This design comes from an exercise in tuning for small area on the open sky130 flow, not from production work.
In this exercise RTL edits were held to simulation tests only and were not proved equivalent to the original.
Power figures rest on the tool's default switching activity, not on a simulated workload.

## lane 1
## Keyboard
module Keyboard (
    input [2:0] kb_lang,
    input [10:0] ps2_key,
    input pulse,
    input reset,
    output reg caps_lock,
    output [7:0] ascii_code
);
    localparam kb_US = 3'd0;
    localparam kb_GB = 3'd1;
    localparam kb_DE = 3'd2;
    localparam kb_FR = 3'd3;
    localparam kb_IT = 3'd4;
    localparam kb_ES = 3'd5;
    localparam k_F0 = 8'd192;
    localparam NONE = 8'hFF;
    wire [2:0] lang = kb_lang;
    wire ps2_pressed = ps2_key[9];
    wire ps2_released = ~ps2_pressed;
    reg old_ps2_stb;
    reg n_SHIFT_L; wire SHIFT_L = ~n_SHIFT_L;
    reg n_SHIFT_R; wire SHIFT_R = ~n_SHIFT_R;
    reg n_CTRL_L; wire CTRL_L = ~n_CTRL_L;
    reg n_CTRL_R; wire CTRL_R = ~n_CTRL_R;
    reg n_ALT_L; wire ALT_L = ~n_ALT_L;
    reg n_ALT_R; wire ALT_R = ~n_ALT_R;
    reg [7:0] n_joy;
    reg [7:0] n_ascii;
    wire SHIFT = SHIFT_L | SHIFT_R;
    wire CTRL = CTRL_L | CTRL_R;
    wire ALT = ALT_L | ALT_R;
    wire ps2_changed = (old_ps2_stb ^ ps2_key[10]);
    wire [7:0] CAPSTOGGLE = (SHIFT ^ caps_lock) ? 8'h00 : 8'h20;
    wire [7:0] CTRLMASK = CTRL ? 8'h1f : 8'hff;
    wire [8:0] keycode = ps2_key[8:0];
    assign ascii_code = ~(n_ascii | n_joy);
    always @(posedge pulse) begin
        old_ps2_stb <= ps2_key[10];
        if (reset) begin
            caps_lock <= 0;
            n_SHIFT_L <= 1;
            n_SHIFT_R <= 1;
            n_CTRL_L <= 1;
            n_CTRL_R <= 1;
            n_ALT_L <= 1;
            n_ALT_R <= 1;
            n_joy <= 8'h00;
            n_ascii <= 8'h00;
        end else if (ps2_changed) begin
            case (keycode)
                9'h012: begin n_ascii <= 8'h00; n_SHIFT_L <= ~ps2_pressed; end
  ...
==> flow/config.mk <==
export PLATFORM = sky130hd
export DESIGN_NAME = Keyboard
export DESIGN_NICKNAME = Keyboard
export VERILOG_FILES = /design/flow/design.v
export SDC_FILE = /design/flow/constraint.sdc
export NUM_CORES = 4
export LEC_CHECK = 0
export ABC_AREA = 1
export CAP_MARGIN = 20
export CORE_MARGIN = 2
export CORE_UTILIZATION = 40
export GPL_TIMING_DRIVEN = 0
export SLEW_MARGIN = 20
==> flow/constraint.sdc <==
create_clock -name core_clock -period 10.0 [get_ports {pulse}]
set_input_delay 2.0000 -clock core_clock [delete_from_list [all_inputs] [get_ports {pulse}]]
set_output_delay 2.0000 -clock core_clock [all_outputs]
set_load 0.01 [all_outputs]
standard.sh (not shown) runs the stock make flow with config.mk's settings and CLKGATE_MAP_FILE= SYNTH_SCRIPT=/design/flow/synth_recipe.tcl, a recipe that flattens the netlist after the stock synthesis.
==> flow/flow/run.sh <==
#!/bin/bash
# Own flow: the standard synthesis, then an area re-optimisation of the gates between the
# flip-flops (flip-flops untouched: same instances, names and cells), then the standard
# layout from that netlist, with the smallest buffer on the ports and a small clock tree.
set -euo pipefail
HERE=$(pwd)
R=$HERE/orfs/results/$FLOW_PLATFORM/Keyboard/base
LIB=$FLOW_HOME/platforms/$FLOW_PLATFORM/lib/sky130_fd_sc_hd__tt_025C_1v80.lib
bash standard.sh synth > $HERE/std_synth.log 2>&1
cp $R/1_2_yosys.v $HERE/std_netlist.v
# the flip-flop cells the standard synthesis used
KEEP=$(grep -o 'sky130_fd_sc_hd__[a-z]*df[a-z0-9_]*' $HERE/std_netlist.v | sort -u | tr '\n' ' ' | sed 's/ $//')
# deepsyn from several random seeds, NUM_CORES at a time; keep the smallest result
SEEDS="1 2 3 4 5 6 7 8"
n=0
for s in $SEEDS; do
  sed -e "s/@SEED@/$s/" -e "s/@TIME@/${DEEPSYN_T:-300}/" $HERE/flow/area.abc.in > $HERE/area_$s.abc
  LIB_FILE=$LIB IN_NETLIST=$HERE/std_netlist.v OUT_NETLIST=$HERE/opt_netlist_$s.v KEEP_CELLS="$KEEP" \
  ABC_SCRIPT=$HERE/area_$s.abc STAT_FILE=$HERE/reopt_stat_$s.txt \
    yosys -c $HERE/flow/reopt.tcl > $HERE/reopt_$s.log 2>&1 &
  n=$((n+1))
  if (( n % ${NUM_CORES:-4} == 0 )); then wait; fi
done
wait
best=""; bestA=""
for s in $SEEDS; do
  [[ -f $HERE/reopt_stat_$s.txt ]] || continue
  a=$(grep -i "chip area for module" $HERE/reopt_stat_$s.txt | awk '{print $NF}')
  [[ -n "$a" ]] || continue
  echo "seed $s area $a" >> $HERE/reopt_summary.log
  if [[ -z "$best" ]] || awk -v a="$a" -v b="$bestA" 'BEGIN{exit !(a<b)}'; then best=$s; bestA=$a; fi
done
echo "best seed $best area $bestA" >> $HERE/reopt_summary.log
if [[ -n "$best" ]]; then cp $HERE/opt_netlist_$best.v $HERE/opt_netlist.v; else cp $HERE/std_netlist.v $HERE/opt_netlist.v; fi
# prove the re-optimised gates equal to the standard ones (flip-flops cut, paired by instance name)
python3 $HERE/flow/cutff.py $HERE/std_netlist.v $HERE/eq_std.v
python3 $HERE/flow/cutff.py $HERE/opt_netlist.v $HERE/eq_opt.v
if ! yosys -p "
read_liberty -ignore_miss_func $LIB; read_verilog $HERE/eq_std.v; hierarchy -top $FLOW_TOP; flatten; rename $FLOW_TOP gold; design -stash g;
read_liberty -ignore_miss_func $LIB; read_verilog $HERE/eq_opt.v; hierarchy -top $FLOW_TOP; flatten; rename $FLOW_TOP gate; design -stash h;
design -copy-from g -as gold gold; design -copy-from h -as gate gate;
miter -equiv -flatten -make_assert gold gate miter; hierarchy -top miter; sat -verify -prove-asserts miter" > $HERE/reopt_equiv.log 2>&1; then
  echo "re-optimised netlist not proven equal; using the standard one" >> $HERE/reopt_summary.log
  cp $HERE/std_netlist.v $HERE/opt_netlist.v
fi
yosys -p "read_liberty -lib $LIB; read_verilog $HERE/opt_netlist.v; hierarchy -check -top $FLOW_TOP; check -assert" > $HERE/reopt_check.log 2>&1
if grep -q 'lpflow\|probe' $HERE/opt_netlist.v; then echo "don't-use cell in netlist" >&2; exit 1; fi
cp $HERE/opt_netlist.v $R/1_2_yosys.v
touch $R/1_2_yosys.v
bash standard.sh finish \
  BUFFER_PORTS_ARGS="-buffer_cell sky130_fd_sc_hd__buf_1" \
  CTS_ARGS="-sink_clustering_enable -repair_clock_nets -dont_use_dummy_load -buf_list sky130_fd_sc_hd__clkbuf_8" \
  > $HERE/layout.log 2>&1
Other scripts of this flow, unchanged in this note and not shown: flow/flow/area.abc.in, flow/flow/cutff.py, flow/flow/reopt.tcl
No stage failed in lane 1, and the final checks on the layout all came back clean.
Inputs modified between lane 1 and lane 2:
-- flow/flow/run.sh --
<<< lane 1, line 13
# deepsyn from several random seeds, NUM_CORES at a time; keep the smallest result
SEEDS="1 2 3 4 5 6 7 8"
n=0
for s in $SEEDS; do
  sed -e "s/@SEED@/$s/" -e "s/@TIME@/${DEEPSYN_T:-300}/" $HERE/flow/area.abc.in > $HERE/area_$s.abc
  LIB_FILE=$LIB IN_NETLIST=$HERE/std_netlist.v OUT_NETLIST=$HERE/opt_netlist_$s.v KEEP_CELLS="$KEEP" \
>>> lane 2, line 13
# deepsyn from several random seeds, NUM_CORES at a time; keep the smallest result
SEEDS="1 2 3 4"
n=0
for s in $SEEDS; do
  sed -e "s/@SEED@/$s/" -e "s/@TIME@/${DEEPSYN_T:-1500}/" $HERE/flow/area.abc.in > $HERE/area_$s.abc
  LIB_FILE=$LIB IN_NETLIST=$HERE/std_netlist.v OUT_NETLIST=$HERE/opt_netlist_$s.v KEEP_CELLS="$KEEP" \
## What came out
- No stage failed in lane 2, and the final checks on the layout all came back clean.
- Lane 1 → lane 2: sequential share of layout area went up; cell area after layout fell by about 3%; wire length of the first global-routing pass decreased by about 7% relative to the old numbers; power saw an increase.
- Post-synthesis to final-layout area growth down 1.0 points in lane 2 wrt lane 1
- Lower total buffers and inverters traversed by the critical path was reported by lane 2, not lane 1.
--- input diff lane 2..lane 3 ---
-- flow/flow/run.sh --
<<< lane 2, line 13
# deepsyn from several random seeds, NUM_CORES at a time; keep the smallest result
SEEDS="1 2 3 4"
n=0
for s in $SEEDS; do
  sed -e "s/@SEED@/$s/" -e "s/@TIME@/${DEEPSYN_T:-1500}/" $HERE/flow/area.abc.in > $HERE/area_$s.abc
  LIB_FILE=$LIB IN_NETLIST=$HERE/std_netlist.v OUT_NETLIST=$HERE/opt_netlist_$s.v KEEP_CELLS="$KEEP" \
>>> lane 3, line 13
# deepsyn from several random seeds, NUM_CORES at a time; keep the smallest result
SEEDS="5 6 7 8"
n=0
for s in $SEEDS; do
  sed -e "s/@SEED@/$s/" -e "s/@TIME@/${DEEPSYN_T:-2100}/" $HERE/flow/area.abc.in > $HERE/area_$s.abc
  LIB_FILE=$LIB IN_NETLIST=$HERE/std_netlist.v OUT_NETLIST=$HERE/opt_netlist_$s.v KEEP_CELLS="$KEEP" \
## What came out
- Re final global-route overflow total: no difference whatsoever between lane 2 and lane 3.
- Lane 3 vs lane 2: number of instances in the synthesized netlist up slightly
- Lane 2 has a lower largest voltage drop on the vdd net than lane 3.
- Comparing lane 2 and lane 3, the higher fraction of area in registers is on lane 2.
- Looking at number of well-tap cells placed across lane 2 and lane 3, the one that comes out lower is lane 2.
- Relative to lane 2, the floorplan die area measured on lane 3 has increased slightly.
- | standard cell core area | lane 3 vs lane 2 | 75 µm² higher |
- A cell at the slowest stage of the critical path of nor3_1 is what lane 2 shows, while buf_1 belongs to lane 3.
- Row total power after layout: lane 3 lower / lane 2 higher
- Of lane 2 and lane 3, the run reporting the lower fraction of area in multi-input gates was lane 2.
- ~same fraction of final layout cells sized beyond drive strength 1 in lane 2 and lane 3

## static timing again, ports no longer ideal
No port has a modelled driver above. Below, the same layouts with a new extraction and two added sets of constraints.
Step 1 assumes that a clkbuf_16 drives the clock port and a buf_2 every other input.
Step 2 times the ports against the registers' clock, not the clock port: input delays grow and output delays shrink by t, the midpoint of the rising clock arrivals with the driver on.
Slacks: ideal ports / drivers / drivers and shift; pairs: ideal ports / drivers.
| run | t, ns | setup slack, ns | worst setup path at the end | latest minus earliest clock arrival (ns) | worst register clock-pin slew, ns |
|---|---|---|---|---|---|
| lane 1 | 0.285 | 3.879 / 3.878 / 3.593 | input to register | 0.011 / 0.010 | 0.08 / 0.08 |
| lane 2 | 0.286 | 3.145 / 3.144 / 2.858 | input to register | 0.012 / 0.012 | 0.08 / 0.08 |
| lane 3 | 0.288 | 2.361 / 2.356 / 2.068 | input to register | 0.010 / 0.010 | 0.08 / 0.08 |
After both steps setup and hold are still met in every run listed. The setup slack of lane 3, which loses most, moves by -0.005 ns with the drivers and by -0.293 ns with both steps.
